This is an optimization exercise on Yosys and OpenROAD, whose aim is small area, a short achievable clock period and few clock cycles, not a production implementation.
Only simulation tests tie the RTL to the original design; equivalence was not proved.
No activity file was given, so power comes from the tool's default toggle rates.

== try-harbor ==
// PIPELINED_CPU_TOP
module PIPELINED_CPU_TOP(Clk, Rst, IMemAddr, IMemData, DMemAddr, DMemWData, DMemWMask, DMemRData);
    input Clk, Rst;
    output [31:0] IMemAddr;
    input  [31:0] IMemData;
    output [31:0] DMemAddr;
    output [31:0] DMemWData;
    output [3:0]  DMemWMask;
    input  [31:0] DMemRData;
    reg  [9:0]  pc;                  
    reg  [31:0] id_ins;              
    reg  [9:0]  id_pc;
    reg         id_v;
    reg  [31:0] ex_a, ex_b;          
    reg  [15:0] ex_imm;
    reg  [4:0]  ex_dst;
    reg         ex_we, ex_late;      
    reg         ex_alusrc, ex_zext, ex_sub, ex_uns;
    reg         ex_sadd, ex_sslt, ex_slog, ex_ssh, ex_sse, ex_spa, ex_slui;
    reg  [1:0]  ex_lop;
    reg         ex_left, ex_rot, ex_arith, ex_var;
    reg         ex_seb, ex_seh, ex_movn, ex_movz;
    reg         ex_mul, ex_mfhi, ex_mflo, ex_mthi, ex_mtlo, ex_mhilo, ex_macc, ex_mop;
    reg  [1:0]  ex_ld, ex_st;        
    reg         ex_fa_m, ex_fa_w, ex_fb_m, ex_fb_w;
    reg  [31:0] mm_res, mm_wd;       
    reg  [3:0]  mm_wm;
    reg  [4:0]  mm_dst;
    reg         mm_we;
    reg  [1:0]  mm_ld;
    reg  [31:0] hi, lo;
    reg         rst_q;               
    reg  [31:0] wb_res;              
    reg  [4:0]  wb_dst;
    reg         wb_we;
    wire [31:0] wbval = wb_res;
    wire [5:0] op = id_ins[31:26];
    wire [4:0] rs = id_ins[25:21];
    wire [4:0] rt = id_ins[20:16];
    wire [4:0] rd = id_ins[15:11];
    wire [4:0] sa = id_ins[10:6];
    wire [5:0] fn = id_ins[5:0];
    reg d_we, d_late, d_rdrt;        
    reg d_alusrc, d_zext, d_sub, d_uns;
  ...
==> flow/config.mk <==
export PLATFORM = sky130hd
export DESIGN_NAME = PIPELINED_CPU_TOP
export DESIGN_NICKNAME = PIPELINED_CPU_TOP
export VERILOG_FILES = /design/flow/design.v
export SDC_FILE = /design/flow/constraint.sdc
export NUM_CORES = 4
export LEC_CHECK = 0
export CAP_MARGIN = 35
export CORE_MARGIN = 2
export CORE_UTILIZATION = 40
export PLACE_DENSITY = 0.6
export SLEW_MARGIN = 35
==> flow/constraint.sdc <==
create_clock -name core_clock -period 20.0 [get_ports {Clk}]
set_input_delay 4.0000 -clock core_clock [delete_from_list [all_inputs] [get_ports {Clk}]]
set_output_delay 4.0000 -clock core_clock [all_outputs]
set_load 0.01 [all_outputs]
standard.sh (not shown) runs the stock make flow with config.mk's settings and CLKGATE_MAP_FILE= SYNTH_SCRIPT=/design/flow/synth_recipe.tcl, a recipe that flattens the netlist after the stock synthesis.
==> flow/flow/run.sh <==
#!/bin/bash
# The standard layout (standard.sh: the standard synthesis, floorplan,
# placement, CTS, routing) with two changes in how the layout is made:
#  - ORFS's repair_timing steps (floorplan, CTS, global route) are asked to
#    leave extra setup slack, so that timing repair works on this design's
#    real critical paths (the SDC and the clock period stay the design's);
#  - the port buffers that ORFS puts on every input and output are buf_4
#    cells instead of the delay-buffer cell it picks by default.
# make's full output goes to flow_make.log; each ORFS step also keeps its own
# log under orfs/logs.
set -euo pipefail
export SETUP_SLACK_MARGIN=14.6
export BUFFER_PORTS_ARGS="-buffer_cell sky130_fd_sc_hd__buf_4"
bash standard.sh > flow_make.log 2>&1
Testbench counts of try-harbor, summed over its fixed seeds: cycles 29,908.
Changes in try-fjord relative to try-harbor:
==> flow/run.sh (new file) <==
#!/bin/bash
# synth_recipe.tcl (not shown) runs the flow's synth.tcl, then flattens the netlist and writes it again
# the make line also repeats each setting of config.mk as NAME=value (left out here)
make -C /OpenROAD-flow-scripts/flow DESIGN_CONFIG=/design/flow/config.mk WORK_HOME=/design/flow/orfs CLKGATE_MAP_FILE= SYNTH_SCRIPT=/design/flow/synth_recipe.tcl finish
removed: flow/flow/run.sh
removed: flow/standard.sh
Comparing try-fjord and try-harbor, the lower post-layout utilization of the core was measured on try-fjord. Antenna diode count (try-fjord over try-harbor): decrease, 9. Number of filler instances in the final layout ended up 507 higher on try-fjord than on try-harbor. Side by side, final cell count turned out lower in try-fjord than in try-harbor. The number of global-route vias before repair reported for try-fjord is smaller than that of try-harbor by about 2.4%. Setup slack on try-fjord is behind try-harbor. try-fjord against try-harbor: area taken by flip-flops and latches moved down; count of clock-net buffers in the final layout now sits higher.
#### Input delta (try-quartz over try-fjord)
Settings: TNS_END_PERCENT now 30, previously not set.
==> flow/flow/run.sh (new file) <==
#!/bin/bash
# The standard layout (standard.sh: the standard synthesis, floorplan,
# placement, CTS, routing) with two changes in how the layout is made:
#  - ORFS's repair_timing steps (floorplan, CTS, global route) are asked to
#    leave extra setup slack, so that timing repair works on this design's
#    real critical paths (the SDC and the clock period stay the design's);
#  - the port buffers that ORFS puts on every input and output are buf_4
#    cells instead of the delay-buffer cell it picks by default.
# make's full output goes to flow_make.log; each ORFS step also keeps its own
# log under orfs/logs.
set -euo pipefail
export SETUP_SLACK_MARGIN=14.8
export BUFFER_PORTS_ARGS="-buffer_cell sky130_fd_sc_hd__buf_4"
bash standard.sh > flow_make.log 2>&1
==> flow/standard.sh (new file) <==
#!/bin/bash
# synth_recipe.tcl (not shown) runs the flow's synth.tcl, then flattens the netlist and writes it again
# the make line also repeats each setting of config.mk as NAME=value (left out here)
make -C /OpenROAD-flow-scripts/flow DESIGN_CONFIG=/design/flow/config.mk WORK_HOME=/design/flow/orfs CLKGATE_MAP_FILE= SYNTH_SCRIPT=/design/flow/synth_recipe.tcl "${@:-finish}"
removed: flow/run.sh
--- outcome ---
Delta (try-quartz minus try-fjord): clock group power grew by about 5%, cell count after placement held, largest fanout on the critical path saw a decrease. try-quartz reached the end of the flow, and the finished layout is clean on the timing, DRC and antenna checks. Looking at startpoint of the most critical setup path, the id_ins[19] result is from try-quartz; the id_ins[21] one comes from try-fjord.
> inputs changed (try-quartz -> try-yarrow)
--- a/flow/flow/run.sh
+++ b/flow/flow/run.sh
@@ -10,5 +10,5 @@
 # log under orfs/logs.
 set -euo pipefail
-export SETUP_SLACK_MARGIN=14.8
+export SETUP_SLACK_MARGIN=14.6
 export BUFFER_PORTS_ARGS="-buffer_cell sky130_fd_sc_hd__buf_4"
 bash standard.sh > flow_make.log 2>&1
Results
- try-quartz ended up with pc[4] as its capturing instance or port of the critical path; try-yarrow ended up with pc[1].
- On met2 track demand over resource: try-yarrow sits below try-quartz.
- Relative to try-quartz, the detailed-route wire length measured on try-yarrow has decreased slightly.
- Min detailed-router iteration count before antenna repair across try-yarrow and try-quartz: try-quartz
- | number of multi-input combinational cells | try-quartz vs try-yarrow | ≈ equal |
- On via count, try-yarrow tracks try-quartz almost exactly.
- Comparing try-yarrow and try-quartz, area growth from synthesis to layout is lower on try-yarrow.
- Going from try-quartz to try-yarrow, non-clock buffer count in the final layout now smaller; post-CTS setup-driven buffer insertion count -30%.
The inputs of try-maple differ from those of try-yarrow as listed below.
Settings: setting CTS_CLUSTER_DIAMETER to 70 for the first time; setting CTS_CLUSTER_SIZE to 22 for the first time; removing TNS_END_PERCENT (formerly 30).
Notes after the runs:
met2 track demand over resource on try-maple is up relative to try-yarrow. Of try-yarrow and try-maple, the lower number of non-filler instances in the completed layout belongs to try-maple. Compared with try-yarrow, in try-maple sequential cell count shows no meaningful change, wire length of the first global-routing pass shows a reduction of 0.64%. try-maple drops fewer vias than try-yarrow. Looking at hold slack, try-maple sits above try-yarrow. Across both runs, clock buffer instance count of the final layout was lower for try-maple than for try-yarrow. Run comparison: try-yarrow capturing instance or port of the critical path pc[1]; try-maple capturing instance or port of the critical path pc[7]. When the final numbers for try-yarrow and try-maple were put side by side, the setup slack turned out to be smaller in try-yarrow. CTS clock-pin slew for the worst setup and hold paths ends up higher on try-maple. Cell area went down slightly going from try-yarrow to try-maple.

-- static timing again, ports no longer ideal --
How much do the figures lean on ideal ports? The routed layouts below were timed once more, with nothing changed but the port constraints.
Step 1 (the two cells are an assumption about what drives the block):
set clk [get_ports {Clk}]
set_driving_cell -lib_cell sky130_fd_sc_hd__clkbuf_16 $clk
set_driving_cell -lib_cell sky130_fd_sc_hd__buf_2 [delete_from_list [all_inputs] $clk]
Step 2 moves the port delays by t, midway between the first and last clock arrival at a register: inputs arrive t later, outputs are due t later. That takes back most of the time a late clock gives input paths.
Slacks: no drivers / after step 1 / after step 2; pairs: no drivers / after step 1.
| run | t (ns) | setup WS [ns] | hold slack, ns | slew at the worst register clock pin (ns) |
|---|---|---|---|---|
| try-harbor | 0.948 | 14.182 / 14.235 / 13.288 | 0.392 / 0.392 / 0.392 | 0.07 / 0.07 |
| try-fjord | 0.935 | 11.628 / 11.628 / 11.628 | 0.399 / 0.399 / 0.399 | 0.07 / 0.07 |
| try-quartz | 0.946 | 14.097 / 14.097 / 13.259 | 0.404 / 0.404 / 0.404 | 0.07 / 0.07 |
| try-yarrow | 0.931 | 14.056 / 14.056 / 13.396 | 0.385 / 0.385 / 0.385 | 0.07 / 0.07 |
| try-maple | 0.923 | 14.169 / 14.169 / 13.338 | 0.400 / 0.400 / 0.400 | 0.09 / 0.09 |
After both steps every run listed still meets setup and hold. For try-harbor, which loses most, drivers alone change the setup slack by +0.053 ns; drivers and shift together by -0.894 ns.
